Background: an optimization exercise with open tools, aiming at small area, a short achievable clock period and few clock cycles. Do not read the settings as production practice. Only simulation tests tie the RTL to the original design; equivalence was not proved. No activity file was given, so power comes from the tool's default toggle rates.

==> design.v <==
`timescale 1ns/10ps
module pfx_add #(parameter N = 16, parameter L = 4) (
	input  [N-1:0] x,
	input  [N-1:0] y,
	input          cin,
	output [N-1:0] s,
	output [N-1:0] c,
	output         cout
);
	wire [N-1:0] g0 = x & y;
	wire [N-1:0] p0 = x ^ y;
	wire [N-1:0] G [0:L];
	wire [N-1:0] P [0:L];
	assign G[0] = {g0[N-1:1], g0[0] | (p0[0] & cin)};
	assign P[0] = p0;
	genvar l, i;
	generate
		for (l = 1; l <= L; l = l + 1) begin : lv
			for (i = 0; i < N; i = i + 1) begin : bt
				if ((i >> (l - 1)) & 1) begin : op
					localparam integer J = ((i >> (l - 1)) << (l - 1)) - 1;
					assign G[l][i] = G[l-1][i] | (P[l-1][i] & G[l-1][J]);
					assign P[l][i] = P[l-1][i] & P[l-1][J];
				end else begin : pass
					assign G[l][i] = G[l-1][i];
					assign P[l][i] = P[l-1][i];
				end
			end
		end
	endgenerate
	assign c = {G[L][N-2:0], cin};
	assign s = p0 ^ c;
	assign cout = G[L][N-1];
endmodule
`timescale 1ns/10ps
module mul_step (
	input  [16:0] h,      
	input  [16:0] A,      
	input  [7:0]  C,      
	input         neg,    
	output [24:0] t
);
	wire w1, w2, w3, w4, w5, w6, w7, w8, w9, w10, w11, w12, w13, w14, w15, w16, w17, w18, w19, w20, w21, w22, w23, w24, w25, w26, w27, w28, w29, w30, w31, w32, w33, w34, w35, w36, w37, w38, w39, w40, w41, w42, w43, w44, w45, w46, w47, w48, w49, w50, w51, w52, w53, w54, w55, w56, w57, w58, w59, w60, w61, w62, w63, w64, w65, w66, w67, w68, w69, w70, w71, w72, w73, w74, w75, w76, w77, w78, w79, w80, w81, w82, w83, w84, w85, w86, w87, w88, w89, w90, w91, w92, w93, w94, w95, w96, w97, w98, w99, w100, w101, w102, w103, w104, w105, w106, w107, w108, w109, w110, w111, w112, w113, w114, w115, w116, w117, w118, w119, w120, w121, w122, w123, w124, w125, w126, w127, w128, w129, w130, w131, w132, w133, w134, w135, w136, w137, w138, w139, w140, w141, w142, w143, w144, w145, w146, w147, w148, w149, w150, w151, w152, w153, w154, w155, w156, w157, w158, w159, w160, w161, w162, w163, w164, w165, w166, w167, w168, w169, w170, w171, w172, w173, w174, w175, w176, w177, w178, w179, w180, w181, w182, w183, w184, w185, w186, w187, w188, w189, w190, w191, w192, w193, w194, w195, w196, w197, w198, w199, w200, w201, w202, w203, w204, w205, w206, w207, w208, w209, w210, w211, w212, w213, w214, w215, w216, w217, w218, w219, w220, w221, w222, w223, w224;
	assign w1 = h[1] ^ (C[0] & A[1]) ^ (C[1] & A[0]);
	assign w2 = (h[1] & (C[0] & A[1])) | (h[1] & (C[1] & A[0])) | ((C[0] & A[1]) & (C[1] & A[0]));
	assign w3 = h[2] ^ (C[0] & A[2]) ^ (C[1] & A[1]);
	assign w4 = (h[2] & (C[0] & A[2])) | (h[2] & (C[1] & A[1])) | ((C[0] & A[2]) & (C[1] & A[1]));
	assign w5 = (C[2] & A[0]) ^ w2 ^ w3;
	assign w6 = ((C[2] & A[0]) & w2) | ((C[2] & A[0]) & w3) | (w2 & w3);
	assign w7 = h[3] ^ (C[0] & A[3]) ^ (C[1] & A[2]);
	assign w8 = (h[3] & (C[0] & A[3])) | (h[3] & (C[1] & A[2])) | ((C[0] & A[3]) & (C[1] & A[2]));
	assign w9 = (C[2] & A[1]) ^ (C[3] & A[0]) ^ w4;
	assign w10 = ((C[2] & A[1]) & (C[3] & A[0])) | ((C[2] & A[1]) & w4) | ((C[3] & A[0]) & w4);
	assign w11 = w7 ^ w6 ^ w9;
	assign w12 = (w7 & w6) | (w7 & w9) | (w6 & w9);
	assign w13 = h[4] ^ (C[0] & A[4]) ^ (C[1] & A[3]);
	assign w14 = (h[4] & (C[0] & A[4])) | (h[4] & (C[1] & A[3])) | ((C[0] & A[4]) & (C[1] & A[3]));
	assign w15 = (C[2] & A[2]) ^ (C[3] & A[1]) ^ (C[4] & A[0]);
	assign w16 = ((C[2] & A[2]) & (C[3] & A[1])) | ((C[2] & A[2]) & (C[4] & A[0])) | ((C[3] & A[1]) & (C[4] & A[0]));
	assign w17 = w8 ^ w13 ^ w15;
	assign w18 = (w8 & w13) | (w8 & w15) | (w13 & w15);
	assign w19 = w10 ^ w17 ^ w12;
	assign w20 = (w10 & w17) | (w10 & w12) | (w17 & w12);
	assign w21 = h[5] ^ (C[0] & A[5]) ^ (C[1] & A[4]);
	assign w22 = (h[5] & (C[0] & A[5])) | (h[5] & (C[1] & A[4])) | ((C[0] & A[5]) & (C[1] & A[4]));
	assign w23 = (C[2] & A[3]) ^ (C[3] & A[2]) ^ (C[4] & A[1]);
	assign w24 = ((C[2] & A[3]) & (C[3] & A[2])) | ((C[2] & A[3]) & (C[4] & A[1])) | ((C[3] & A[2]) & (C[4] & A[1]));
	assign w25 = (C[5] & A[0]) ^ w14 ^ w16;
	assign w26 = ((C[5] & A[0]) & w14) | ((C[5] & A[0]) & w16) | (w14 & w16);
	assign w27 = w21 ^ w23 ^ w18;
	assign w28 = (w21 & w23) | (w21 & w18) | (w23 & w18);
	assign w29 = w25 ^ w27 ^ w20;
	assign w30 = (w25 & w27) | (w25 & w20) | (w27 & w20);
	assign w31 = h[6] ^ (C[0] & A[6]) ^ (C[1] & A[5]);
	assign w32 = (h[6] & (C[0] & A[6])) | (h[6] & (C[1] & A[5])) | ((C[0] & A[6]) & (C[1] & A[5]));
	assign w33 = (C[2] & A[4]) ^ (C[3] & A[3]) ^ (C[4] & A[2]);
	assign w34 = ((C[2] & A[4]) & (C[3] & A[3])) | ((C[2] & A[4]) & (C[4] & A[2])) | ((C[3] & A[3]) & (C[4] & A[2]));
	assign w35 = (C[5] & A[1]) ^ (C[6] & A[0]) ^ w22;
	assign w36 = ((C[5] & A[1]) & (C[6] & A[0])) | ((C[5] & A[1]) & w22) | ((C[6] & A[0]) & w22);
	assign w37 = w24 ^ w31 ^ w33;
	assign w38 = (w24 & w31) | (w24 & w33) | (w31 & w33);
	assign w39 = w26 ^ w35 ^ w37;
	assign w40 = (w26 & w35) | (w26 & w37) | (w35 & w37);
	assign w41 = w28 ^ w39 ^ w30;
	assign w42 = (w28 & w39) | (w28 & w30) | (w39 & w30);
	assign w43 = h[7] ^ (C[0] & A[7]) ^ (C[1] & A[6]);
	assign w44 = (h[7] & (C[0] & A[7])) | (h[7] & (C[1] & A[6])) | ((C[0] & A[7]) & (C[1] & A[6]));
	assign w45 = (C[2] & A[5]) ^ (C[3] & A[4]) ^ (C[4] & A[3]);
	assign w46 = ((C[2] & A[5]) & (C[3] & A[4])) | ((C[2] & A[5]) & (C[4] & A[3])) | ((C[3] & A[4]) & (C[4] & A[3]));
	assign w47 = (C[5] & A[2]) ^ (C[6] & A[1]) ^ (C[7] & (A[0] ^ neg));
	assign w48 = ((C[5] & A[2]) & (C[6] & A[1])) | ((C[5] & A[2]) & (C[7] & (A[0] ^ neg))) | ((C[6] & A[1]) & (C[7] & (A[0] ^ neg)));
	assign w49 = (C[7] & neg) ^ w32 ^ w34;
	assign w50 = ((C[7] & neg) & w32) | ((C[7] & neg) & w34) | (w32 & w34);
	assign w51 = w43 ^ w45 ^ w47;
	assign w52 = (w43 & w45) | (w43 & w47) | (w45 & w47);
	assign w53 = w36 ^ w38 ^ w49;
	assign w54 = (w36 & w38) | (w36 & w49) | (w38 & w49);
	assign w55 = w51 ^ w40 ^ w53;
	assign w56 = (w51 & w40) | (w51 & w53) | (w40 & w53);
	assign w57 = h[8] ^ (C[0] & A[8]) ^ (C[1] & A[7]);
	assign w58 = (h[8] & (C[0] & A[8])) | (h[8] & (C[1] & A[7])) | ((C[0] & A[8]) & (C[1] & A[7]));
	assign w59 = (C[2] & A[6]) ^ (C[3] & A[5]) ^ (C[4] & A[4]);
	assign w60 = ((C[2] & A[6]) & (C[3] & A[5])) | ((C[2] & A[6]) & (C[4] & A[4])) | ((C[3] & A[5]) & (C[4] & A[4]));
	assign w61 = (C[5] & A[3]) ^ (C[6] & A[2]) ^ (C[7] & (A[1] ^ neg));
	assign w62 = ((C[5] & A[3]) & (C[6] & A[2])) | ((C[5] & A[3]) & (C[7] & (A[1] ^ neg))) | ((C[6] & A[2]) & (C[7] & (A[1] ^ neg)));
	assign w63 = w44 ^ w46 ^ w48;
	assign w64 = (w44 & w46) | (w44 & w48) | (w46 & w48);
	assign w65 = w57 ^ w59 ^ w61;
	assign w66 = (w57 & w59) | (w57 & w61) | (w59 & w61);
	assign w67 = w50 ^ w52 ^ w63;
	assign w68 = (w50 & w52) | (w50 & w63) | (w52 & w63);
	assign w69 = w65 ^ w54 ^ w67;
	assign w70 = (w65 & w54) | (w65 & w67) | (w54 & w67);
	assign w71 = h[9] ^ (C[0] & A[9]) ^ (C[1] & A[8]);
	assign w72 = (h[9] & (C[0] & A[9])) | (h[9] & (C[1] & A[8])) | ((C[0] & A[9]) & (C[1] & A[8]));
	assign w73 = (C[2] & A[7]) ^ (C[3] & A[6]) ^ (C[4] & A[5]);
	assign w74 = ((C[2] & A[7]) & (C[3] & A[6])) | ((C[2] & A[7]) & (C[4] & A[5])) | ((C[3] & A[6]) & (C[4] & A[5]));
	assign w75 = (C[5] & A[4]) ^ (C[6] & A[3]) ^ (C[7] & (A[2] ^ neg));
	assign w76 = ((C[5] & A[4]) & (C[6] & A[3])) | ((C[5] & A[4]) & (C[7] & (A[2] ^ neg))) | ((C[6] & A[3]) & (C[7] & (A[2] ^ neg)));
	assign w77 = w58 ^ w60 ^ w62;
	assign w78 = (w58 & w60) | (w58 & w62) | (w60 & w62);
	assign w79 = w71 ^ w73 ^ w75;
	assign w80 = (w71 & w73) | (w71 & w75) | (w73 & w75);
	assign w81 = w64 ^ w66 ^ w77;
	assign w82 = (w64 & w66) | (w64 & w77) | (w66 & w77);
	assign w83 = w79 ^ w68 ^ w81;
	assign w84 = (w79 & w68) | (w79 & w81) | (w68 & w81);
	assign w85 = h[10] ^ (C[0] & A[10]) ^ (C[1] & A[9]);
	assign w86 = (h[10] & (C[0] & A[10])) | (h[10] & (C[1] & A[9])) | ((C[0] & A[10]) & (C[1] & A[9]));
	assign w87 = (C[2] & A[8]) ^ (C[3] & A[7]) ^ (C[4] & A[6]);
	assign w88 = ((C[2] & A[8]) & (C[3] & A[7])) | ((C[2] & A[8]) & (C[4] & A[6])) | ((C[3] & A[7]) & (C[4] & A[6]));
	assign w89 = (C[5] & A[5]) ^ (C[6] & A[4]) ^ (C[7] & (A[3] ^ neg));
	assign w90 = ((C[5] & A[5]) & (C[6] & A[4])) | ((C[5] & A[5]) & (C[7] & (A[3] ^ neg))) | ((C[6] & A[4]) & (C[7] & (A[3] ^ neg)));
	assign w91 = w72 ^ w74 ^ w76;
	assign w92 = (w72 & w74) | (w72 & w76) | (w74 & w76);
	assign w93 = w85 ^ w87 ^ w89;
	assign w94 = (w85 & w87) | (w85 & w89) | (w87 & w89);
	assign w95 = w78 ^ w80 ^ w91;
	assign w96 = (w78 & w80) | (w78 & w91) | (w80 & w91);
	assign w97 = w93 ^ w82 ^ w95;
	assign w98 = (w93 & w82) | (w93 & w95) | (w82 & w95);
	assign w99 = h[11] ^ (C[0] & A[11]) ^ (C[1] & A[10]);
	assign w100 = (h[11] & (C[0] & A[11])) | (h[11] & (C[1] & A[10])) | ((C[0] & A[11]) & (C[1] & A[10]));
	assign w101 = (C[2] & A[9]) ^ (C[3] & A[8]) ^ (C[4] & A[7]);
	assign w102 = ((C[2] & A[9]) & (C[3] & A[8])) | ((C[2] & A[9]) & (C[4] & A[7])) | ((C[3] & A[8]) & (C[4] & A[7]));
	assign w103 = (C[5] & A[6]) ^ (C[6] & A[5]) ^ (C[7] & (A[4] ^ neg));
	assign w104 = ((C[5] & A[6]) & (C[6] & A[5])) | ((C[5] & A[6]) & (C[7] & (A[4] ^ neg))) | ((C[6] & A[5]) & (C[7] & (A[4] ^ neg)));
	assign w105 = w86 ^ w88 ^ w90;
	assign w106 = (w86 & w88) | (w86 & w90) | (w88 & w90);
	assign w107 = w99 ^ w101 ^ w103;
	assign w108 = (w99 & w101) | (w99 & w103) | (w101 & w103);
	assign w109 = w92 ^ w94 ^ w105;
	assign w110 = (w92 & w94) | (w92 & w105) | (w94 & w105);
	assign w111 = w107 ^ w96 ^ w109;
	assign w112 = (w107 & w96) | (w107 & w109) | (w96 & w109);
	assign w113 = h[12] ^ (C[0] & A[12]) ^ (C[1] & A[11]);
	assign w114 = (h[12] & (C[0] & A[12])) | (h[12] & (C[1] & A[11])) | ((C[0] & A[12]) & (C[1] & A[11]));
	assign w115 = (C[2] & A[10]) ^ (C[3] & A[9]) ^ (C[4] & A[8]);
	assign w116 = ((C[2] & A[10]) & (C[3] & A[9])) | ((C[2] & A[10]) & (C[4] & A[8])) | ((C[3] & A[9]) & (C[4] & A[8]));
	assign w117 = (C[5] & A[7]) ^ (C[6] & A[6]) ^ (C[7] & (A[5] ^ neg));
	assign w118 = ((C[5] & A[7]) & (C[6] & A[6])) | ((C[5] & A[7]) & (C[7] & (A[5] ^ neg))) | ((C[6] & A[6]) & (C[7] & (A[5] ^ neg)));
	assign w119 = w100 ^ w102 ^ w104;
	assign w120 = (w100 & w102) | (w100 & w104) | (w102 & w104);
	assign w121 = w113 ^ w115 ^ w117;
	assign w122 = (w113 & w115) | (w113 & w117) | (w115 & w117);
	assign w123 = w106 ^ w108 ^ w119;
	assign w124 = (w106 & w108) | (w106 & w119) | (w108 & w119);
	assign w125 = w121 ^ w110 ^ w123;
	assign w126 = (w121 & w110) | (w121 & w123) | (w110 & w123);
	assign w127 = h[13] ^ (C[0] & A[13]) ^ (C[1] & A[12]);
	assign w128 = (h[13] & (C[0] & A[13])) | (h[13] & (C[1] & A[12])) | ((C[0] & A[13]) & (C[1] & A[12]));
	assign w129 = (C[2] & A[11]) ^ (C[3] & A[10]) ^ (C[4] & A[9]);
	assign w130 = ((C[2] & A[11]) & (C[3] & A[10])) | ((C[2] & A[11]) & (C[4] & A[9])) | ((C[3] & A[10]) & (C[4] & A[9]));
	assign w131 = (C[5] & A[8]) ^ (C[6] & A[7]) ^ (C[7] & (A[6] ^ neg));
	assign w132 = ((C[5] & A[8]) & (C[6] & A[7])) | ((C[5] & A[8]) & (C[7] & (A[6] ^ neg))) | ((C[6] & A[7]) & (C[7] & (A[6] ^ neg)));
	assign w133 = w114 ^ w116 ^ w118;
	assign w134 = (w114 & w116) | (w114 & w118) | (w116 & w118);
	assign w135 = w127 ^ w129 ^ w131;
	assign w136 = (w127 & w129) | (w127 & w131) | (w129 & w131);
	assign w137 = w120 ^ w122 ^ w133;
	assign w138 = (w120 & w122) | (w120 & w133) | (w122 & w133);
	assign w139 = w135 ^ w124 ^ w137;
	assign w140 = (w135 & w124) | (w135 & w137) | (w124 & w137);
	assign w141 = h[14] ^ (C[0] & A[14]) ^ (C[1] & A[13]);
	assign w142 = (h[14] & (C[0] & A[14])) | (h[14] & (C[1] & A[13])) | ((C[0] & A[14]) & (C[1] & A[13]));
	assign w143 = (C[2] & A[12]) ^ (C[3] & A[11]) ^ (C[4] & A[10]);
	assign w144 = ((C[2] & A[12]) & (C[3] & A[11])) | ((C[2] & A[12]) & (C[4] & A[10])) | ((C[3] & A[11]) & (C[4] & A[10]));
	assign w145 = (C[5] & A[9]) ^ (C[6] & A[8]) ^ (C[7] & (A[7] ^ neg));
	assign w146 = ((C[5] & A[9]) & (C[6] & A[8])) | ((C[5] & A[9]) & (C[7] & (A[7] ^ neg))) | ((C[6] & A[8]) & (C[7] & (A[7] ^ neg)));
	assign w147 = w128 ^ w130 ^ w132;
	assign w148 = (w128 & w130) | (w128 & w132) | (w130 & w132);
	assign w149 = w141 ^ w143 ^ w145;
	assign w150 = (w141 & w143) | (w141 & w145) | (w143 & w145);
	assign w151 = w134 ^ w136 ^ w147;
	assign w152 = (w134 & w136) | (w134 & w147) | (w136 & w147);
	assign w153 = w149 ^ w138 ^ w151;
	assign w154 = (w149 & w138) | (w149 & w151) | (w138 & w151);
	assign w155 = h[15] ^ (C[0] & A[15]) ^ (C[1] & A[14]);
	assign w156 = (h[15] & (C[0] & A[15])) | (h[15] & (C[1] & A[14])) | ((C[0] & A[15]) & (C[1] & A[14]));
	assign w157 = (C[2] & A[13]) ^ (C[3] & A[12]) ^ (C[4] & A[11]);
	assign w158 = ((C[2] & A[13]) & (C[3] & A[12])) | ((C[2] & A[13]) & (C[4] & A[11])) | ((C[3] & A[12]) & (C[4] & A[11]));
	assign w159 = (C[5] & A[10]) ^ (C[6] & A[9]) ^ (C[7] & (A[8] ^ neg));
	assign w160 = ((C[5] & A[10]) & (C[6] & A[9])) | ((C[5] & A[10]) & (C[7] & (A[8] ^ neg))) | ((C[6] & A[9]) & (C[7] & (A[8] ^ neg)));
	assign w161 = w142 ^ w144 ^ w146;
	assign w162 = (w142 & w144) | (w142 & w146) | (w144 & w146);
	assign w163 = w155 ^ w157 ^ w159;
	assign w164 = (w155 & w157) | (w155 & w159) | (w157 & w159);
	assign w165 = w148 ^ w150 ^ w161;
	assign w166 = (w148 & w150) | (w148 & w161) | (w150 & w161);
	assign w167 = w163 ^ w152 ^ w165;
	assign w168 = (w163 & w152) | (w163 & w165) | (w152 & w165);
	assign w169 = ~h[16] ^ ~(C[0] & A[16]) ^ (C[1] & A[15]);
	assign w170 = (~h[16] & ~(C[0] & A[16])) | (~h[16] & (C[1] & A[15])) | (~(C[0] & A[16]) & (C[1] & A[15]));
	assign w171 = (C[2] & A[14]) ^ (C[3] & A[13]) ^ (C[4] & A[12]);
	assign w172 = ((C[2] & A[14]) & (C[3] & A[13])) | ((C[2] & A[14]) & (C[4] & A[12])) | ((C[3] & A[13]) & (C[4] & A[12]));
	assign w173 = (C[5] & A[11]) ^ (C[6] & A[10]) ^ (C[7] & (A[9] ^ neg));
	assign w174 = ((C[5] & A[11]) & (C[6] & A[10])) | ((C[5] & A[11]) & (C[7] & (A[9] ^ neg))) | ((C[6] & A[10]) & (C[7] & (A[9] ^ neg)));
	assign w175 = w156 ^ w158 ^ w160;
	assign w176 = (w156 & w158) | (w156 & w160) | (w158 & w160);
	assign w177 = w169 ^ w171 ^ w173;
	assign w178 = (w169 & w171) | (w169 & w173) | (w171 & w173);
	assign w179 = w162 ^ w164 ^ w175;
	assign w180 = (w162 & w164) | (w162 & w175) | (w164 & w175);
	assign w181 = w177 ^ w166 ^ w179;
	assign w182 = (w177 & w166) | (w177 & w179) | (w166 & w179);
	assign w183 = ~(C[1] & A[16]) ^ (C[2] & A[15]) ^ (C[3] & A[14]);
	assign w184 = (~(C[1] & A[16]) & (C[2] & A[15])) | (~(C[1] & A[16]) & (C[3] & A[14])) | ((C[2] & A[15]) & (C[3] & A[14]));
	assign w185 = (C[4] & A[13]) ^ (C[5] & A[12]) ^ (C[6] & A[11]);
	assign w186 = ((C[4] & A[13]) & (C[5] & A[12])) | ((C[4] & A[13]) & (C[6] & A[11])) | ((C[5] & A[12]) & (C[6] & A[11]));
	assign w187 = (C[7] & (A[10] ^ neg)) ^ w170 ^ w172;
	assign w188 = ((C[7] & (A[10] ^ neg)) & w170) | ((C[7] & (A[10] ^ neg)) & w172) | (w170 & w172);
	assign w189 = w174 ^ w183 ^ w185;
	assign w190 = (w174 & w183) | (w174 & w185) | (w183 & w185);
	assign w191 = w176 ^ w178 ^ w187;
	assign w192 = (w176 & w178) | (w176 & w187) | (w178 & w187);
	assign w193 = w189 ^ w180 ^ w191;
	assign w194 = (w189 & w180) | (w189 & w191) | (w180 & w191);
	assign w195 = ~(C[2] & A[16]) ^ (C[3] & A[15]) ^ (C[4] & A[14]);
	assign w196 = (~(C[2] & A[16]) & (C[3] & A[15])) | (~(C[2] & A[16]) & (C[4] & A[14])) | ((C[3] & A[15]) & (C[4] & A[14]));
	assign w197 = (C[5] & A[13]) ^ (C[6] & A[12]) ^ (C[7] & (A[11] ^ neg));
	assign w198 = ((C[5] & A[13]) & (C[6] & A[12])) | ((C[5] & A[13]) & (C[7] & (A[11] ^ neg))) | ((C[6] & A[12]) & (C[7] & (A[11] ^ neg)));
	assign w199 = w184 ^ w186 ^ w195;
	assign w200 = (w184 & w186) | (w184 & w195) | (w186 & w195);
	assign w201 = w197 ^ w188 ^ w190;
	assign w202 = (w197 & w188) | (w197 & w190) | (w188 & w190);
	assign w203 = w199 ^ w192 ^ w201;
	assign w204 = (w199 & w192) | (w199 & w201) | (w192 & w201);
	assign w205 = ~(C[3] & A[16]) ^ (C[4] & A[15]) ^ (C[5] & A[14]);
	assign w206 = (~(C[3] & A[16]) & (C[4] & A[15])) | (~(C[3] & A[16]) & (C[5] & A[14])) | ((C[4] & A[15]) & (C[5] & A[14]));
	assign w207 = (C[6] & A[13]) ^ (C[7] & (A[12] ^ neg)) ^ w196;
	assign w208 = ((C[6] & A[13]) & (C[7] & (A[12] ^ neg))) | ((C[6] & A[13]) & w196) | ((C[7] & (A[12] ^ neg)) & w196);
	assign w209 = w198 ^ w205 ^ w200;
	assign w210 = (w198 & w205) | (w198 & w200) | (w205 & w200);
	assign w211 = w207 ^ w202 ^ w209;
	assign w212 = (w207 & w202) | (w207 & w209) | (w202 & w209);
	assign w213 = ~(C[4] & A[16]) ^ (C[5] & A[15]) ^ (C[6] & A[14]);
	assign w214 = (~(C[4] & A[16]) & (C[5] & A[15])) | (~(C[4] & A[16]) & (C[6] & A[14])) | ((C[5] & A[15]) & (C[6] & A[14]));
	assign w215 = (C[7] & (A[13] ^ neg)) ^ w206 ^ w213;
	assign w216 = ((C[7] & (A[13] ^ neg)) & w206) | ((C[7] & (A[13] ^ neg)) & w213) | (w206 & w213);
	assign w217 = w208 ^ w215 ^ w210;
	assign w218 = (w208 & w215) | (w208 & w210) | (w215 & w210);
	assign w219 = ~(C[5] & A[16]) ^ (C[6] & A[15]) ^ (C[7] & (A[14] ^ neg));
	assign w220 = (~(C[5] & A[16]) & (C[6] & A[15])) | (~(C[5] & A[16]) & (C[7] & (A[14] ^ neg))) | ((C[6] & A[15]) & (C[7] & (A[14] ^ neg)));
	assign w221 = w214 ^ w219 ^ w216;
	assign w222 = (w214 & w219) | (w214 & w216) | (w219 & w216);
	assign w223 = ~(C[6] & A[16]) ^ (C[7] & (A[15] ^ neg)) ^ w220;
	assign w224 = (~(C[6] & A[16]) & (C[7] & (A[15] ^ neg))) | (~(C[6] & A[16]) & w220) | ((C[7] & (A[15] ^ neg)) & w220);
	wire [24:0] xx = {1'b1, ~(C[7] & (A[16] ^ neg)), w223, w221, w212, w204, w194, w182, w168, w154, w140, w126, w112, w98, w84, w70, w56, w55, w41, w29, w19, w11, w5, w1, h[0]};
	wire [24:0] yy = {1'b0, w224, w222, w218, w217, w211, w203, w193, w181, w167, w153, w139, w125, w111, w97, w83, w69, w42, 1'b0, 1'b0, 1'b0, 1'b0, 1'b0, 1'b0, (C[0] & A[0])};
	wire [24:0] cc;
	wire co;
	pfx_add #(25, 5) add_i (.x(xx), .y(yy), .cin(1'b0), .s(t), .c(cc), .cout(co));
endmodule
`timescale 1ns/10ps
module zmc_alu (
	input  [15:0] a_in,
	input  [15:0] b_in,
	input  [7:0]  op_in,
	input         z_flag_in,
	input         s_flag_in,
	input         c_flag_in,
	input         ovr_flag_in,
	input         clk,
	input         a_reset_l,
	output reg [15:0] c_out,
	output reg    z_flag_out,
	output reg    s_flag_out,
	output reg    c_flag_out,
	output reg    ovr_flag_out,
	output        valid_out
);
	wire [15:0] a = a_in;
	wire [15:0] b = b_in;
	wire [3:0]  n = op_in[3:0];
	wire        cont = op_in[5];
	wire        zi = z_flag_in, si = s_flag_in, ci = c_flag_in, vi = ovr_flag_in;
	wire hi00    = (op_in[7:6] == 2'b00) & ~op_in[4];
	wire n_arith = (n == 4'h0) | (n == 4'h1) | (n == 4'h3) | (n == 4'h4) | (n == 4'h8) | (n == 4'hB);
	wire g_arith = hi00 & n_arith;
	wire g_logic = (op_in[7:4] == 4'h4);
	wire g_shift = (op_in[7:4] == 4'h8) & ~(op_in[2] & op_in[1]);
	wire is_mul  = hi00 & (n == 4'h2);
	wire is_div  = (op_in == 8'h0F);
	wire is_md   = is_mul | is_div;
	wire signd   = op_in[5];
	wire        x_a    = (n == 4'h8) | (n == 4'hB);
	wire        x_ones = (n == 4'h4);
	wire        x_d    = (n == 4'hF);
	wire        y_inv  = (n == 4'h3) | (n == 4'hB) | (n == 4'hF);
	wire        cin    = cont ? (ci & (n != 4'h0)) : ((n == 4'h1) | (n == 4'h3) | (n == 4'hB) | (n == 4'hF));
	wire [15:0] dx;
	wire [15:0] x = x_a ? a : x_d ? dx : {16{x_ones}};
	wire [15:0] y = y_inv ? ~b : b;
	wire [15:0] sum, carry;
	wire        c16;
	pfx_add #(16) add_i (.x(x), .y(y), .cin(cin), .s(sum), .c(carry), .cout(c16));
	wire        c15 = carry[15];
	wire        sum_zero = ((x ^ y) == {x[14:0] | y[14:0], cin});
	wire        b_nz   = |b;
	wire        b_lnz  = |b[14:0];
	wire        neg_sub = ~cont & y_inv;       
	wire        negc    = cont & (n == 4'h3);  
	reg ar_c, ar_v;
	always @(*) begin
		if (negc) begin
			ar_c = b_nz | ci;
			ar_v = ~ci & b[15] & ~b_lnz;
		end else if (neg_sub) begin
			ar_c = c16 & b_nz;
			ar_v = (c16 & b_nz) ^ (c15 & b_lnz);
		end else begin
			ar_c = c16;
			ar_v = c16 ^ c15;
		end
	end
	wire mov   = (n == 4'h0);
	wire ar_z  = mov ? zi : (sum_zero & (~cont | zi));
	wire ar_s  = mov ? si : sum[15];
	wire ar_cf = mov ? ci : ar_c;
	wire ar_vf = mov ? vi : ar_v;
	reg [15:0] lg;
	integer i;
	always @(*) begin
		for (i = 0; i < 16; i = i + 1)
			lg[i] = op_in[{b[i], a[i]}];
		if (n == 4'hF) lg = 16'h0001;
	end
	reg        sh_fill, sh_c;
	reg [15:0] sh;
	always @(*) begin
		sh_c = ci;
		case (op_in[2:0])
			3'd0: sh_fill = 1'b0;
			3'd1: sh_fill = 1'b1;
			3'd2: sh_fill = op_in[3] ? b[0] : b[15];
			3'd4: sh_fill = op_in[3] ? b[15] : b[0];
			default: sh_fill = ci;
		endcase
		if (op_in[2:0] == 3'd5) sh_c = op_in[3] ? b[15] : b[0];
		sh = op_in[3] ? {b[14:0], sh_fill} : {sh_fill, b[15:1]};
	end
	reg         busy;  
	reg         vreg;  
	reg  [3:0]  pos;   
	reg  [16:0] ra;    
	reg  [14:0] rb;    
	wire        first = ~busy;
	wire [24:0] t;
	mul_step mul_i (
		.h(first ? 17'd0 : ra),
		.A({signd & a[15], a}),
		.C(first ? b[7:0] : b[15:8]),
		.neg(signd & ~first),
		.t(t)
	);
	reg  [3:0]  nf;
	integer k;
	always @(*) begin
		nf = 4'd15;
		for (k = 0; k < 16; k = k + 1)
			if (b[k]) nf = 15 - k;
	end
	wire        nf_small = b[15] | b[14];
	wire [15:0] r_init = {1'b0, a[15:1]} >> nf;
	wire        abit = a[pos];
	wire [3:0]  pos_m1 = (busy ? pos : nf) - 4'd1;
	assign      dx = busy ? {ra[14:0], abit} : b[15] ? a : {1'b0, a[15:1]};
	wire        q = (busy & ra[15]) | c16;
	wire [15:0] r_next = q ? sum : dx;
	always @(posedge clk or negedge a_reset_l) begin
		if (!a_reset_l) begin
			busy <= 1'b0;
			vreg <= 1'b0;
		end else begin
			busy <= is_md & ~vreg;
			vreg <= ~vreg & ((busy & (is_mul | (is_div & (pos == 4'd0)))) | (~busy & is_div & b[15]));
		end
	end
	always @(posedge clk) begin
		pos <= (busy | nf_small) ? pos_m1 : nf;
		if (is_mul) begin
			ra <= t[24:8];
			rb <= {7'd0, t[7:0]};
		end else begin
			ra <= {1'b0, (busy | nf_small) ? r_next : r_init};
			rb <= busy ? {rb[13:0], q} : {14'd0, q & nf_small};
		end
	end
	assign valid_out = vreg;
	wire [15:0] md_out = vreg ? ra[15:0] :
	                     is_mul ? {t[7:0], rb[7:0]} : {busy ? rb[14:0] : 15'd0, q};
	wire a_z  = ~(|a);
	wire md_z = is_div ? (a_z & b_nz) : (a_z | ~b_nz);
	wire md_s = is_div ? si : (signd & (a[15] ^ b[15]));
	wire md_v = is_div ? ~b_nz : vi;
	always @(*) begin
		c_out = 16'd0; z_flag_out = 1'b0; s_flag_out = 1'b0; c_flag_out = 1'b0; ovr_flag_out = 1'b0;
		if (g_arith) begin
			c_out = sum; z_flag_out = ar_z; s_flag_out = ar_s; c_flag_out = ar_cf; ovr_flag_out = ar_vf;
		end else if (g_logic) begin
			c_out = lg; z_flag_out = (lg == 16'd0); s_flag_out = lg[15]; c_flag_out = ci; ovr_flag_out = vi;
		end else if (g_shift) begin
			c_out = sh; z_flag_out = (sh == 16'd0); s_flag_out = sh[15]; c_flag_out = sh_c; ovr_flag_out = vi;
		end else if (is_md) begin
			c_out = md_out; z_flag_out = md_z; s_flag_out = md_s; c_flag_out = ci; ovr_flag_out = md_v;
		end
	end
endmodule
==> flow/run.sh <==
#!/bin/bash
# Layout flow: the standard flow (standard.sh) with one change: the port
# buffers that global placement inserts on every input and output are
# sky130_fd_sc_hd__buf_2 instead of the cell the resizer picks by default.
# The output of the whole run goes to standard.log in this folder; ORFS keeps
# each step's log under orfs/logs.
set -e
export BUFFER_PORTS_ARGS="-buffer_cell sky130_fd_sc_hd__buf_2"
bash standard.sh > standard.log 2>&1
==> standard.sh <==
#!/bin/bash
# synth_recipe.tcl (not shown) runs the flow's synth.tcl, then flattens the netlist and writes it again
# the make line also repeats each setting of config.mk as NAME=value (left out here)
make -C /OpenROAD-flow-scripts/flow DESIGN_CONFIG=/design/flow/config.mk WORK_HOME=/design/flow/orfs CLKGATE_MAP_FILE= SYNTH_SCRIPT=/design/flow/synth_recipe.tcl "${@:-finish}"
==> config.mk <==
export PLATFORM = sky130hd
export DESIGN_NAME = zmc_alu
export DESIGN_NICKNAME = zmc_alu
export VERILOG_FILES = /design/flow/design.v
export SDC_FILE = /design/flow/constraint.sdc
export NUM_CORES = 4
export LEC_CHECK = 0
export ABC_CLOCK_PERIOD_IN_PS = 8000
export CAP_MARGIN = 20
export CORE_MARGIN = 2
export CORE_UTILIZATION = 40
export SETUP_SLACK_MARGIN = 5
export SLEW_MARGIN = 20
==> constraint.sdc <==
create_clock -name core_clock -period 16.0 [get_ports {clk}]
set_input_delay 3.2000 -clock core_clock [delete_from_list [all_inputs] [get_ports {clk}]]
set_output_delay 3.2000 -clock core_clock [all_outputs]
set_load 0.01 [all_outputs]
==> results of run 1 <==
## stage by stage
| step | util | setup slack [ps] | instances | hold WS, ps | instance area, µm² |
|---|---|---|---|---|---|
| after floorplan | - | 5460 | 1387 | 429 | 11100 |
| after global placement | 0.423 | 4600 | 1694 | 442 | 11400 |
| after detailed placement | 0.423 | 4570 | 1694 | 446 | 11400 |
| after CTS | 0.435 | 5020 | 1706 | 464 | 11800 |
| after global routing | 0.447 | 5000 | 1723 | 480 | 12100 |
| final | 0.447 | 5080 | 1723 | 462 | 12100 |
## kinds of logic after synthesis
family	synth area share
AND/OR/NAND/NOR	0.206
AO/OA/AOI/OAI	0.173
buffers and inverters	0.0925
adder cells (fa/ha/maj)	0.275
multiplexers	0.127
XOR/XNOR	0.0562
flip-flops	0.0696
## flip-flops by register name, indices dropped and copies added (netlist names)
signal and cells:
busy 1, pos 4, ra 17, vreg 1, rb 15
## worst paths after layout
kind	end	slack [ps]	cells past startpoint
setup / recovery	c_out[0]	5080	19
hold / removal	rb[10]	460	1
setup reg to reg	ra[9]	9620	19
hold reg to reg	rb[10]	460	1
max in group asynchronous	busy	13210	1
min in group asynchronous	vreg	2680	1
## metal layers
layer	global-route usage	routed length, µm
met1	0.409	18000
met2	0.466	19000
met3	0.0660	4280
met4	0.100	1810
met5	0	0
## power by group through the flow
| stage | combinational (µW) | sequential [µW] | clock (µW) |
|---|---|---|---|
| after floorplan | 529 | 109 | 0 |
| after global placement | 736 | 119 | 0 |
| after detailed placement | 746 | 119 | 0 |
| after CTS | 757 | 117 | 138 |
| after global routing | 860 | 117 | 142 |
| final | 779 | 118 | 137 |
## layout make-up
| cell class | instances | area [µm²] |
|---|---|---|
| clock buffer | 5 | 125 |
| clock inverter | 3 | 68.8 |
| fill | 2707 | 14900 |
| inverter | 134 | 503 |
| multi-input combinational | 1098 | 9360 |
| sequential | 38 | 772 |
| tap | 341 | 427 |
| timing repair buffer | 104 | 830 |
## worst register-to-register path, delay by kind of cell, from the launching register on
kind / cells / cell delay [ps]
flip-flops: 1 / 350
buffers and inverters: 4 / 920
multiplexers: 1 / 420
XOR/XNOR: 1 / 190
adder cells (fa/ha/maj): 6 / 2630
AO/OA/AOI/OAI: 5 / 1380
AND/OR/NAND/NOR: 2 / 370
## synth_stat cells, types with 28 or more instances
cell type | count | share of area
nand2_1 | 182 | 0.062
inv_1 | 132 | 0.045
fa_1 | 119 | 0.22
mux2i_1 | 85 | 0.077
clkbuf_1 | 77 | 0.026
nor2_1 | 72 | 0.024
o21ai_0 | 67 | 0.030
a21oi_1 | 57 | 0.026
ha_1 | 53 | 0.060
xor2_1 | 43 | 0.034
nor2b_1 | 42 | 0.024
and2_1 | 38 | 0.021
dfxtp_1 | 36 | 0.065
xnor2_1 | 28 | 0.022
## placed cells by master (no fill, tap or decap), types with 42 or more instances in the layout
cell,Yosys,routed
xor2_1,43,43
mux2i_1,85,85
nor2_1,72,71
nor2b_1,42,42
nand2_1,182,181
fa_1,119,112
ha_1,53,53
inv_1,132,129
a21oi_1,57,56
o21ai_0,67,64
## repair_timing
action                                  CTS  global route
pin swaps                                 3            26
cloned                                    1             1
endpoints found under the setup margin   10             7
gates resized for setup                  26            65
endpoints found under the hold margin     0             0
buffers inserted                          3            16
==> results by group, run 1 <==
GRT
  • Largest net degree at the start of global routing: 66
  • Initial antenna violation count: 0
  • Total routing resource utilization after global routing: 0.299
  • Vias in the first global route: 10500
  • Global-route wire length before repair: 64700 µm
  • Congestion Overflow GR: 0

Critical path
  • Family of cells with the greatest summed delay on the critical path: compound AO/OA/AOI/OAI gates
  • Stage delay of the slowest cell on the critical path: 520 ps
  • Worst setup startpoint: a_in[15]
  • Crit path required time: 12800 ps
  • Worst path buffer plus inverter count: 4
  • Ordered list of cells on the worst path: buf_8 > mux4_2 > mux4_2 > o21ai_4 > o21ai_2 > a21oi_2 > inv_2 > fa_2 > fa_2 > a211oi_2 > o21bai_2 > o211ai_2 > a21boi_4 > a311oi_4 > buf_12 > a211oi_1 > a21oi_1 > o221ai_1 > buf_2
  • Arrival time at the worst endpoint: 7720 ps
  • Kind of end point of the critical path: primary output
  • Reg-to-Reg Start: busy
  • Critical Path Fanout Max: 25
  • Critical Path Start Type: input port
  • Crit-path slowest cell: mux4_2
  • CP Class: in -> out

Timing
  • Final critical-path share of the clock period: 0.683
  • Maximum operating frequency: 91.6 MHz
  • Number of max-slew violations in the final report: 0
  • Largest clock skew in the final design: 13.9 ps
  • Max-slew headroom: 0.238
  • RSZ-0062 raised after global routing: false
  • Final setup fails: 0
  • Minimum clock period: 10920 ps
  • Final hold violation count: 0
  • Final setup TNS: 0 ps
  • Slew of the pin with the lowest slew margin: 1140 ps

Die
  • Core Region: 27000 µm²
  • Width of the die: 170 µm
  • Cell row count: 60
  • Die height: 170 µm
  • Total I/O pin count: 67
  • Floorplan die area: 29000 µm²
  • Initial core utilization: 0.410

Routing
  • Initial detailed-routing violation count: 1186
  • DR DRC count: 0
  • Via count: 10700
  • First drt pass iteration count: 5
  • Wire length reported by the detailed router: 43100 µm
  • Residual antenna-violating net count after detailed routing: 0
  • Wire length per cell: 25.0 µm
  • Vias per cell: 6.20

Pwr
  • Part of the power in the clock network: 0.133
  • Overall power consumption: 1030 µW
  • Sw Share: 0.504
  • Internal power of the cells: 514 µW
  • Share of total power in combinational logic: 0.753
  • Maximum vdd ir drop: 57.9 µV
  • Net load switching power: 521 µW
  • Power density of the placed cells: 85.6 nW/µm²
  • Part of the power in registers: 0.114
  • Pleak: 0.00547 µW

Clock network
  • Hold buffer count at CTS: 0
  • Clock latency on the worst-skew pair: 300 ps
  • Buffers from clock root to sink, at most: 2
  • Clock slew at the register clock pins of the worst setup and hold paths: 70 ps
  • CTS root buffer: clkbuf_16
  • Number of buffers created by CTS: 5
  • H-tree depth: 2
  • Number of sinks handled by clock tree synthesis: 38
  • TritonCTS clock tree: yes

Yosys
  • Gate Count Post-Synth: 1387
  • Post-synthesis net count: 1605
  • Syn_area_per_cell: 7.98 µm²
  • Sequential-to-total area share from yosys stat: 0.0696
  • Number of flops mapped to enable cells by yosys: 0
  • Dominant synthesized flop cell: dfxtp_1
  • Async SR Flop Fraction: 0.0526
  • Count of warnings emitted by yosys: 3
  • Cell area after synthesis: 11100 µm²
  • Register bit total from synthesis: 38
  • Cell variety after synth: 93

Placed design
  • Count of buffers inserted at the top-level ports: 66
  • Hpwl dp: 32300 µm
  • Routability Congestion: 0.982

Cells and area
  • Area overhead of the layout relative to synthesis: 9.21%
  • Antenna diode count: 0
  • Proportion of layout cells with a drive suffix above 1: 0.144
  • Layout Nets: 1599

Outcome
  • Outcome: no timing/DRC/antenna violations

Run
  • Total of max-cap violations: 0

Hold path
  • Worst hold path type: reg -> reg
  • Origin of the worst min-delay path: rb[9]
Testbench counts, summed over its fixed seeds: cycles 5,871.
==> run 2: changes to the inputs <==
--- a/config.mk
+++ b/config.mk
@@ -6,5 +6,5 @@
 export NUM_CORES = 4
 export LEC_CHECK = 0
-export ABC_CLOCK_PERIOD_IN_PS = 8000
+export ABC_CLOCK_PERIOD_IN_PS = 5000
 export CAP_MARGIN = 20
 export CORE_MARGIN = 2
==> run 2 against run 1 <==
  * Highest routed layer unchanged
  * Sequential power barely moved
  * Critical endpoint unchanged
  * Cell count stayed put
  * Combinational power hardly changed
  * Clock power hardly changed
==> results by group, run 2 <==
Cells and area
  • Design Area, Final: 12100 µm²
  • Largest register by flop count: ra
  • Leading cell types in the layout, fill and taps excluded: nand2_1, inv_1, fa_1
  • Max reg flops: 17
  • Layout Nets: 1599
  • Filler cells: 2707
  • Antenna diode count: 0
  • Proportion of layout cells with a drive suffix above 1: 0.144
  • Most common cell after layout, fill and taps aside: nand2_1
  • Largest registers: ra (17), rb (15), pos (4)
  • Area overhead of the layout relative to synthesis: 9.21%

Placed design
  • Worst setup slack before clock tree synthesis: 4570 ps
  • Post-detailed-placement cell area: 11400 µm²
  • Hpwl dp: 32300 µm
  • Count of buffers inserted at the top-level ports: 66
  • Routability Congestion: 0.982

Routing
  • Vias per cell: 6.20
  • Initial detailed-routing violation count: 1186
  • Via count: 10700
  • Wire length reported by the detailed router: 43100 µm
  • Wire length per cell: 25.0 µm
  • DR DRC count: 0
  • First drt pass iteration count: 5
  • Residual antenna-violating net count after detailed routing: 0

Timing
  • Minimum clock period: 10920 ps
  • Final hold violation count: 0
  • Slew of the pin with the lowest slew margin: 1140 ps
  • Final setup fails: 0
  • Worst path setup slack after routing: 5080 ps
  • Final critical-path share of the clock period: 0.683
  • Largest clock skew in the final design: 13.9 ps
  • Number of max-slew violations in the final report: 0
  • Max-slew headroom: 0.238
  • Maximum operating frequency: 91.6 MHz
  • RSZ-0062 raised after global routing: false
  • Final setup TNS: 0 ps

Yosys
  • Post-synth top area share: 0.215
  • Cell variety after synth: 93
  • Gate Count Post-Synth: 1387
  • Top cells by area in the synthesized netlist: fa_1, mux2i_1, dfxtp_1
  • Sequential-to-total area share from yosys stat: 0.0696
  • Library cell with the highest instance count after synthesis: nand2_1
  • Syn_area_per_cell: 7.98 µm²
  • Cell area after synthesis: 11100 µm²
  • Register bit total from synthesis: 38
  • Biggest area consumer among synthesized cells: fa_1
  • Async SR Flop Fraction: 0.0526
  • Dominant synthesized flop cell: dfxtp_1
  • Number of flops mapped to enable cells by yosys: 0
  • Post-synthesis net count: 1605
  • Most frequent cells after synthesis: nand2_1, inv_1, fa_1
  • Count of warnings emitted by yosys: 3

Die
  • Floorplan die area: 29000 µm²
  • Total I/O pin count: 67
  • Cell row count: 60
  • Die height: 170 µm
  • Width of the die: 170 µm
  • Initial core utilization: 0.410
  • Core Region: 27000 µm²

Clock network
  • H-tree depth: 2
  • TritonCTS clock tree: yes
  • Number of sinks handled by clock tree synthesis: 38
  • Number of buffers created by CTS: 5
  • Buffers from clock root to sink, at most: 2
  • Hold buffer count at CTS: 0
  • Clock slew at the register clock pins of the worst setup and hold paths: 70 ps
  • CTS root buffer: clkbuf_16
  • Clock latency on the worst-skew pair: 300 ps

Pwr
  • Pleak: 0.00547 µW
  • Maximum vdd ir drop: 57.9 µV
  • Power density of the placed cells: 85.6 nW/µm²
  • Overall power consumption: 1030 µW

GRT
  • Initial antenna violation count: 0
  • Total routing resource utilization after global routing: 0.299
  • Largest net degree at the start of global routing: 66
  • Global-route wire length before repair: 64700 µm
  • Congestion Overflow GR: 0
  • Vias in the first global route: 10500

Outcome
  • Outcome: no timing/DRC/antenna violations

Critical path
  • Crit path required time: 12800 ps
  • Critical Path Start Type: input port
  • Critical Path Fanout Max: 25
  • Arrival time at the worst endpoint: 7720 ps
  • CP Class: in -> out
  • Setup slack of the worst register-to-register path: 9620 ps
  • Kind of end point of the critical path: primary output

Hold path
  • Worst hold path type: reg -> reg

Run
  • Total of max-cap violations: 0
run 2: where the power goes:
| part | total [µW] | internal, µW | switching (µW) |
|---|---|---|---|
| logic | 779 | 320 | 460 |
| registers | 118 | 104 | 13.8 |
| clock network | 137 | 89.8 | 47.5 |
| total | 1030 | 514 | 521 |
run 2: cell families after synthesis:
| kind of cell | share of synthesized area |
|---|---|
| adders and majority gates | 0.275 |
| and+or+nand+nor | 0.206 |
| buffers and inverters | 0.0925 |
| xor gates and xnor gates | 0.0562 |
| muxes | 0.127 |
| AOI/OAI and AO/OA | 0.173 |
| DFF | 0.0696 |
run 2: layout make-up:
class	instances	area, µm²	area share
Inverter	134	503	0.0416
Sequential cell	38	772	0.0639
Multi-Input combinational cell	1098	9360	0.775
Clock inverter	3	68.8	0.00569
Timing Repair Buffer	104	830	0.0686
Tap cell	341	427	0.0353
Clock buffer	5	125	0.0103
run 2: worst paths after layout:
| check | startpoint | endpoint | depth (start not counted) |
|---|---|---|---|
| max in group asynchronous | a_reset_l | busy | 1 |
| max reg2reg | busy | ra[9] | 19 |
| min | rb[9] | rb[10] | 1 |
| min in group asynchronous | a_reset_l | vreg | 1 |
| min reg2reg | rb[9] | rb[10] | 1 |
| max | a_in[15] | c_out[0] | 19 |
run 2: critical path, stage by stage:
cell and delay, ps:
buf_8 150, mux4_2 480, mux4_2 520, o21ai_4 200
o21ai_2 110, a21oi_2 190, inv_2 50, fa_2 340
fa_2 410, a211oi_2 270, o21bai_2 130, o211ai_2 230
a21boi_4 110, a311oi_4 400, buf_12 170, a211oi_1 70
a21oi_1 270, o221ai_1 180, buf_2 200
run 2: timing repair:
item,4_1_cts,5_1_grt
pin swaps,3,26
resized for setup,26,65
endpoints found under the setup margin,10,7
setup buffers,3,16
gates cloned,1,1
run 2: layer usage:
metal | GRT usage | wire length [µm] | vias up
li1 | - | - | 4702
met5 | 0 | 0 | -
met2 | 0.466 | 19000 | 625
met3 | 0.0660 | 4280 | 126
met4 | 0.100 | 1810 | 0
met1 | 0.409 | 18000 | 5237
run 2: stage by stage:
stage                     hold slack [ps]  instances   util
final                                 462       1723  0.447
after global routing                  480       1723  0.447
after CTS                             464       1706  0.435
after detailed placement              446       1694  0.423
after global placement                442       1694  0.423
after floorplan                       429       1387      -
==> run 3: changes to the inputs <==
--- a/design.v
+++ b/design.v
@@ -309,6 +309,8 @@
 	wire        y_inv  = (n == 4'h3) | (n == 4'hB) | (n == 4'hF);
 	wire        cin    = cont ? (ci & (n != 4'h0)) : ((n == 4'h1) | (n == 4'h3) | (n == 4'hB) | (n == 4'hF));
+	wire        sel_a, sel_a1, sel_r;
 	wire [15:0] dx;
-	wire [15:0] x = x_a ? a : x_d ? dx : {16{x_ones}};
+	wire [15:0] x = ({16{sel_a}} & a) | ({16{sel_a1}} & {1'b0, a[15:1]}) |
+	                ({16{sel_r}} & dx) | {16{x_ones}};
 	wire [15:0] y = y_inv ? ~b : b;
 	wire [15:0] sum, carry;
@@ -383,9 +385,13 @@
 	wire        nf_small = b[15] | b[14];
 	wire [15:0] r_init = {1'b0, a[15:1]} >> nf;
-	wire        abit = a[pos];
+	reg         abit;  
 	wire [3:0]  pos_m1 = (busy ? pos : nf) - 4'd1;
-	assign      dx = busy ? {ra[14:0], abit} : b[15] ? a : {1'b0, a[15:1]};
+	wire [3:0]  pos_next = (busy | nf_small) ? pos_m1 : nf;
+	assign      dx = {ra[14:0], abit};
+	assign      sel_r  = x_d & busy;
+	assign      sel_a  = x_a | (x_d & ~busy & b[15]);
+	assign      sel_a1 = x_d & ~busy & ~b[15];
 	wire        q = (busy & ra[15]) | c16;
-	wire [15:0] r_next = q ? sum : dx;
+	wire [15:0] r_next = q ? sum : x;
 	always @(posedge clk or negedge a_reset_l) begin
 		if (!a_reset_l) begin
@@ -398,5 +404,6 @@
 	end
 	always @(posedge clk) begin
-		pos <= (busy | nf_small) ? pos_m1 : nf;
+		pos  <= pos_next;
+		abit <= a[pos_next];
 		if (is_mul) begin
 			ra <= t[24:8];
--- a/config.mk
+++ b/config.mk
@@ -6,5 +6,5 @@
 export NUM_CORES = 4
 export LEC_CHECK = 0
-export ABC_CLOCK_PERIOD_IN_PS = 5000
+export ABC_CLOCK_PERIOD_IN_PS = 8000
 export CAP_MARGIN = 20
 export CORE_MARGIN = 2
==> run 3 against run 2 <==
  * Clock power shrank 26%
  * Count of clock-buffer cells in the layout increased by 1
  * Critical endpoint is now c_out[14]
  * Largest power group unchanged
  * Critical path depth decreased by 1
  * First-iteration DRC count fell by 4.5%
  * Highest routed layer unchanged
==> results by group, run 3 <==
Outcome
  • Outcome: no timing/DRC/antenna violations

Cells and area
  • Antenna diode count: 0
  • Max reg flops: 17
  • Largest registers: ra (17), rb (15), pos (4)
  • Filler cells: 2614
  • Largest register by flop count: ra
  • Layout Nets: 1501
  • Most common cell after layout, fill and taps aside: nand2_1
  • Utilization after layout: 0.438
  • Finished Layout Cells: 1615
  • Leading cell types in the layout, fill and taps excluded: nand2_1, inv_1, fa_1
  • Proportion of layout cells with a drive suffix above 1: 0.112
  • Area overhead of the layout relative to synthesis: 7.51%

Yosys
  • Dominant synthesized flop cell: dfxtp_1
  • Gate Count Post-Synth: 1288
  • Biggest area consumer among synthesized cells: fa_1
  • Syn_area_per_cell: 7.96 µm²
  • Sequential-to-total area share from yosys stat: 0.0771
  • Count of warnings emitted by yosys: 3
  • Cell area after synthesis: 10300 µm²
  • Post-synthesis net count: 1505
  • Most frequent cells after synthesis: nand2_1, inv_1, fa_1
  • Number of flops mapped to enable cells by yosys: 0
  • Cell variety after synth: 67
  • Register bit total from synthesis: 39
  • Async SR Flop Fraction: 0.0513
  • Top cells by area in the synthesized netlist: fa_1, dfxtp_1, ha_1
  • Library cell with the highest instance count after synthesis: nand2_1
  • Post-synth top area share: 0.232

Pwr
  • Pleak: 0.00490 µW
  • Power density of the placed cells: 78.9 nW/µm²
  • Maximum vdd ir drop: 46.3 µV

GRT
  • Initial antenna violation count: 0
  • Total routing resource utilization after global routing: 0.284
  • Largest net degree at the start of global routing: 45
  • Congestion Overflow GR: 0
  • Global-route wire length before repair: 57800 µm
  • Vias in the first global route: 9546

Clock network
  • Number of buffers created by CTS: 5
  • Number of sinks handled by clock tree synthesis: 39
  • CTS root buffer: clkbuf_16
  • H-tree depth: 2
  • Clock slew at the register clock pins of the worst setup and hold paths: 60 ps
  • Buffers from clock root to sink, at most: 2
  • TritonCTS clock tree: yes
  • Clock latency on the worst-skew pair: 300 ps

Critical path
  • Critical Path Fanout Max: 8
  • Crit path required time: 12800 ps
  • Family of cells with the greatest summed delay on the critical path: adder cells
  • Crit-path slowest cell: fa_1
  • CP Class: in -> out
  • Worst path buffer plus inverter count: 3
  • Kind of end point of the critical path: primary output
  • Critical Path Start Type: input port
  • Ordered list of cells on the worst path: buf_2 > mux2_4 > and2_1 > fa_1 > fa_1 > fa_1 > fa_1 > inv_1 > fa_1 > nand2b_1 > o21a_1 > nor2_2 > a21oi_1 > nor2_1 > a21oi_1 > o221a_2 > o21ai_1 > buf_2
  • Stage delay of the slowest cell on the critical path: 470 ps
  • Most used cell, CP: fa_1
  • Arrival time at the worst endpoint: 7650 ps

Routing
  • Vias per cell: 6.03
  • Initial detailed-routing violation count: 1133
  • Via count: 9741
  • DR DRC count: 0
  • First drt pass iteration count: 5
  • Wire length per cell: 23.0 µm
  • Residual antenna-violating net count after detailed routing: 0
  • Wire length reported by the detailed router: 37200 µm

Die
  • Floorplan die area: 26900 µm²
  • Die height: 164 µm
  • Total I/O pin count: 67
  • Initial core utilization: 0.407
  • Cell row count: 58
  • Core Region: 25200 µm²
  • Width of the die: 164 µm

Hold path
  • Worst hold path type: reg -> reg

Timing
  • Final setup TNS: 0 ps
  • Slew of the pin with the lowest slew margin: 1010 ps
  • Minimum clock period: 10850 ps
  • Number of max-slew violations in the final report: 0
  • Largest clock skew in the final design: 10.9 ps
  • Final hold violation count: 0
  • Final setup fails: 0
  • Worst path setup slack after routing: 5150 ps
  • Final critical-path share of the clock period: 0.678
  • Maximum operating frequency: 92.1 MHz
  • RSZ-0062 raised after global routing: true
  • Max-slew headroom: 0.325
  • Worst hold slack: 451 ps

Placed design
  • Cell count after placement: 1602
  • Hpwl dp: 28100 µm
  • Worst setup slack before clock tree synthesis: 4190 ps
  • Count of buffers inserted at the top-level ports: 66
  • Routability Congestion: 0.976

Run
  • Total of max-cap violations: 0
[run 3: changes by cell type in the layout (fill, tap and decap cells not counted), sizes merged, moves of 9 or more]
cell	delta
mux2i	-32
o21ai	-27
nand2	-21
xnor2	+15
a221oi	+12
xor2	-12
a31oi	+11
inv	-9
[run 3: final timing paths]
| kind | startpoint | depth (start not counted) | slack (ps) | endpoint |
|---|---|---|---|---|
| max | b_in[8] | 18 | 5150 | c_out[14] |
| min | rb[12] | 1 | 450 | rb[13] |
| max reg2reg | busy | 18 | 9950 | ra[8] |
| min reg2reg | rb[12] | 1 | 450 | rb[13] |
| max in group asynchronous | a_reset_l | 1 | 13230 | busy |
| min in group asynchronous | a_reset_l | 1 | 2680 | vreg |
[run 3: through the flow]
stage | total power (µW) | area [µm²]
floorplan | 592 | 10300
global placement | 747 | 10700
detailed placement | 753 | 10700
CTS | 859 | 10900
global route | 954 | 11000
finish | 870 | 11000
[run 3: layout make-up]
| cell class | instances | area (µm²) | area share |
|---|---|---|---|
| Multi-Input combinational cell | 1022 | 8660 | 0.786 |
| Sequential cell | 39 | 791 | 0.0717 |
| Timing Repair Buffer | 92 | 547 | 0.0496 |
| Inverter | 124 | 465 | 0.0422 |
| Tap cell | 330 | 413 | 0.0375 |
| Clock buffer | 6 | 129 | 0.0117 |
| Clock inverter | 2 | 12.5 | 0.00114 |
[run 3: power breakdown]
| part | switching, µW | internal [µW] | leakage (µW) |
|---|---|---|---|
| Clock | 44.4 | 57.7 | 0.0000669 |
| Combinational | 374 | 276 | 0.00450 |
| Sequential | 12.0 | 106 | 0.000332 |
[run 3: kinds of logic (layout without fill, tap and decap cells)]
family                   Yosys count  count (layout)  share of synthesized area
adder cells (fa/ha/maj)          171             171                      0.296
XOR/XNOR                          74              74                     0.0632
flip-flops                        39              39                     0.0771
AND/OR/NAND/NOR                  435             435                      0.207
multiplexers                      79              79                     0.0993
AO/OA/AOI/OAI                    263             263                      0.172
buffers and inverters            227             224                     0.0854
[run 3: worst register-to-register path: cells and delay by family, from the launching register on]
family | cells | cell delay [ps]
AOI/OAI and AO/OA | 4 | 1170
adders and majority gates | 7 | 2760
and+or+nand+nor | 4 | 710
DFF | 1 | 320
buffers and inverters | 2 | 560
muxes | 1 | 430
[run 3: timing repair]
item                       CTS  global route
resized for setup            8            17
setup endpoints to repair    8             7
hold buffers                 0             0
buffers inserted             0             5
pin swaps                    0             2
[run 3: per-layer routing]
metal,up-vias,track usage,share of wire
li1,4350,-,-
met1,4827,0.400,0.43
met2,468,0.440,0.44
met3,96,0.0336,0.089
met4,0,0.116,0.042
met5,-,0,0
Testbench counts of run 3, summed over its fixed seeds: cycles 5,871.
==> run 4: changes to the inputs <==
--- a/config.mk
+++ b/config.mk
@@ -10,4 +10,4 @@
 export CORE_MARGIN = 2
 export CORE_UTILIZATION = 40
-export SETUP_SLACK_MARGIN = 5
+export SETUP_SLACK_MARGIN = 4
 export SLEW_MARGIN = 20
==> run 4 against run 3 <==
  * Synthesized area stayed put
  * Global-route usage hardly changed
  * Worst setup slack worse by 750 ps
  * Register-to-register slack worse by 150 ps
  * Cell area is 1.1% lower
  * Worst hold slack hardly changed
  * Critical path depth is 1 higher
  * Via count hardly changed
  * Synthesized cell count stayed put
==> results by group, run 4 <==
Yosys
  • Post-synthesis net count: 1505
  • Number of flops mapped to enable cells by yosys: 0
  • Sequential-to-total area share from yosys stat: 0.0771
  • Syn_area_per_cell: 7.96 µm²
  • Count of warnings emitted by yosys: 3
  • Post-synth top area share: 0.232
  • Most frequent cells after synthesis: nand2_1, inv_1, fa_1
  • Biggest area consumer among synthesized cells: fa_1
  • Cell variety after synth: 67
  • Register bit total from synthesis: 39
  • Top cells by area in the synthesized netlist: fa_1, dfxtp_1, ha_1
  • Dominant synthesized flop cell: dfxtp_1
  • Library cell with the highest instance count after synthesis: nand2_1
  • Async SR Flop Fraction: 0.0513
  • Cell area after synthesis: 10300 µm²
  • Gate Count Post-Synth: 1288

Routing
  • First drt pass iteration count: 7
  • Wire length per cell: 23.0 µm
  • Via count: 9736
  • Initial detailed-routing violation count: 1081
  • Residual antenna-violating net count after detailed routing: 0
  • Vias per cell: 6.05
  • DR DRC count: 0
  • Wire length reported by the detailed router: 37100 µm

Cells and area
  • Filler cells: 2626
  • Antenna diode count: 0
  • Largest register by flop count: ra
  • Area overhead of the layout relative to synthesis: 6.29%
  • Layout Nets: 1496
  • Proportion of layout cells with a drive suffix above 1: 0.102
  • Finished Layout Cells: 1610
  • Most common cell after layout, fill and taps aside: nand2_1
  • Leading cell types in the layout, fill and taps excluded: nand2_1, inv_1, fa_1
  • Max reg flops: 17
  • Largest registers: ra (17), rb (15), pos (4)

Critical path
  • Worst-case reg-to-reg path depth: 18
  • Worst path buffer plus inverter count: 5
  • Critical Path Start Type: input port
  • CP Class: in -> out
  • Setup slack of the worst register-to-register path: 9800 ps
  • Kind of end point of the critical path: primary output
  • Arrival time at the worst endpoint: 8410 ps
  • Crit path required time: 12800 ps
  • RR Endpoint: ra[8]
  • Critical Path Fanout Max: 27
  • Stage delay of the slowest cell on the critical path: 640 ps
  • Crit-path slowest cell: o41ai_1
  • Reg-to-Reg Start: busy
  • Ordered list of cells on the worst path: buf_2 > and2_1 > nand3_1 > nor3_1 > buf_4 > a221o_1 > a21oi_1 > fa_1 > inv_1 > fa_1 > a211oi_1 > o21ai_0 > nand4_1 > a21oi_1 > o22a_1 > buf_4 > nor2_1 > o41ai_1 > buf_2
  • Family of cells with the greatest summed delay on the critical path: compound AO/OA/AOI/OAI gates

GRT
  • Vias in the first global route: 9578
  • Global-route wire length before repair: 57800 µm
  • Initial antenna violation count: 0
  • Global-route met3 utilization: 0.0419
  • GRT met1 Usage: 0.399
  • Total routing resource utilization after global routing: 0.284
  • Met2 usage: 0.439
  • Peak-usage layer in the global routing report: met2
  • Largest net degree at the start of global routing: 45
  • Congestion Overflow GR: 0

Clock network
  • Number of buffers created by CTS: 5
  • Clock latency on the worst-skew pair: 290 ps
  • TritonCTS clock tree: yes
  • Clock slew at the register clock pins of the worst setup and hold paths: 60 ps
  • H-tree depth: 2
  • Post-CTS setup buffers: 0
  • CTS root buffer: clkbuf_16
  • Number of sinks handled by clock tree synthesis: 39
  • Buffers from clock root to sink, at most: 2
  • Hold buffer count at CTS: 0

Pwr
  • Internal power of the cells: 434 µW
  • Net load switching power: 424 µW
  • Part of the power in the clock network: 0.118
  • Sw Share: 0.494
  • Pleak: 0.00484 µW
  • Share of total power in combinational logic: 0.743
  • Maximum vdd ir drop: 46.3 µV
  • Power density of the placed cells: 78.7 nW/µm²
  • Part of the power in registers: 0.138

Timing
  • Final setup TNS: 0 ps
  • Worst path setup slack after routing: 4390 ps
  • Final hold violation count: 0
  • Number of max-slew violations in the final report: 0
  • Slew of the pin with the lowest slew margin: 988 ps
  • Minimum clock period: 11610 ps
  • Largest clock skew in the final design: 8.26 ps
  • Max-slew headroom: 0.340
  • Maximum operating frequency: 86.2 MHz
  • Worst hold slack: 452 ps
  • RSZ-0062 raised after global routing: false
  • Final setup fails: 0
  • Final critical-path share of the clock period: 0.725

Placed design
  • Routability Congestion: 0.976
  • Worst setup slack before clock tree synthesis: 4190 ps
  • Hpwl dp: 28100 µm
  • Cell count after placement: 1602
  • Count of buffers inserted at the top-level ports: 66

Outcome
  • Outcome: no timing/DRC/antenna violations

Die
  • Total I/O pin count: 67
  • Floorplan die area: 26900 µm²
  • Width of the die: 164 µm
  • Initial core utilization: 0.407
  • Cell row count: 58
  • Core Region: 25200 µm²
  • Die height: 164 µm

Hold path
  • Origin of the worst min-delay path: rb[12]
  • Hold Path Depth: 1
  • Worst hold path type: reg -> reg
  • Endpoint of the worst hold-timing path: rb[13]

Run
  • Total of max-cap violations: 0
==> run 4: kinds of logic after synthesis <==
family,synth area share
fa+ha+maj,0.296
simple gates,0.207
mux,0.0993
buf+inv,0.0854
flops,0.0771
compound gates,0.172
xor+xnor,0.0632
==> run 4: what timing repair did <==
action	4_1_cts	5_1_grt
hold endpoints to repair	0	0
endpoints found under the setup margin	0	1
resized for setup	0	2
==> run 4: cell type report <==
type,instances,area (µm²),share of cell area
Clock inverter,2,12.5,0.00115
Sequential cell,39,791,0.0726
Timing Repair Buffer,87,488,0.0448
Inverter,124,465,0.0427
Tap cell,330,413,0.0379
Multi-Input combinational cell,1022,8600,0.789
Clock buffer,6,129,0.0118
==> run 4: power groups by stage <==
| stage | logic, µW | registers (µW) | clock network [µW] |
|---|---|---|---|
| floorplan | 479 | 113 | 0 |
| global placement | 627 | 120 | 0 |
| detailed placement | 633 | 120 | 0 |
| CTS | 637 | 117 | 103 |
| global route | 718 | 118 | 107 |
| finish | 638 | 119 | 102 |
==> run 4: how the worst max path moves through the flow <==
stage                     startpoint       end  slack, ps  cells after the start
after detailed placement    op_in[1]  c_out[0]       4190                     18
after CTS                   op_in[1]  c_out[0]       4170                     18
after floorplan             op_in[1]  c_out[0]       5110                     19
after global placement      op_in[1]  c_out[0]       4290                     18
after global routing        op_in[1]  c_out[0]       4020                     19
final                       op_in[1]  c_out[0]       4390                     19
==> run 4: layer usage <==
layer	vias to the layer above	part of all wire
li1	4346	-
met1	4801	0.43
met2	484	0.44
met3	105	0.089
met4	0	0.043
met5	-	0
==> run 4: metrics by stage <==
stage / util / power [µW] / area, µm²
2_1_floorplan: - / 592 / 10300
3_3_place_gp: 0.427 / 747 / 10700
3_5_place_dp: 0.427 / 753 / 10700
4_1_cts: 0.432 / 857 / 10900
5_1_grt: 0.433 / 943 / 10900
6_report: 0.433 / 858 / 10900

what the ideal ports hide:
In the flow no input, the clock included, has a driving cell. The finished layouts below were timed again as built, in two steps.
Step 1 sets driving cells, clkbuf_16 on the clock port and buf_2 on the other inputs (assumed; they add their load-dependent delay and slew).
Step 2 times the ports against the registers' clock, not the clock port: input delays grow and output delays shrink by t, the midpoint of the rising clock arrivals with the driver on.
a / b / c = ideal / step 1 / step 2; a / b = the first two.
run	shift t [ns]	setup WS [ns]	worst data-port slew with drivers (ns)
run 1	0.330	5.078 / 5.026 / 5.026	0.09
run 2	0.330	5.078 / 5.026 / 5.026	0.09
run 3	0.336	5.145 / 5.122 / 5.122	0.04
run 4	0.332	4.395 / 4.369 / 4.369	0.05
After both steps setup and hold are still met in every run listed.
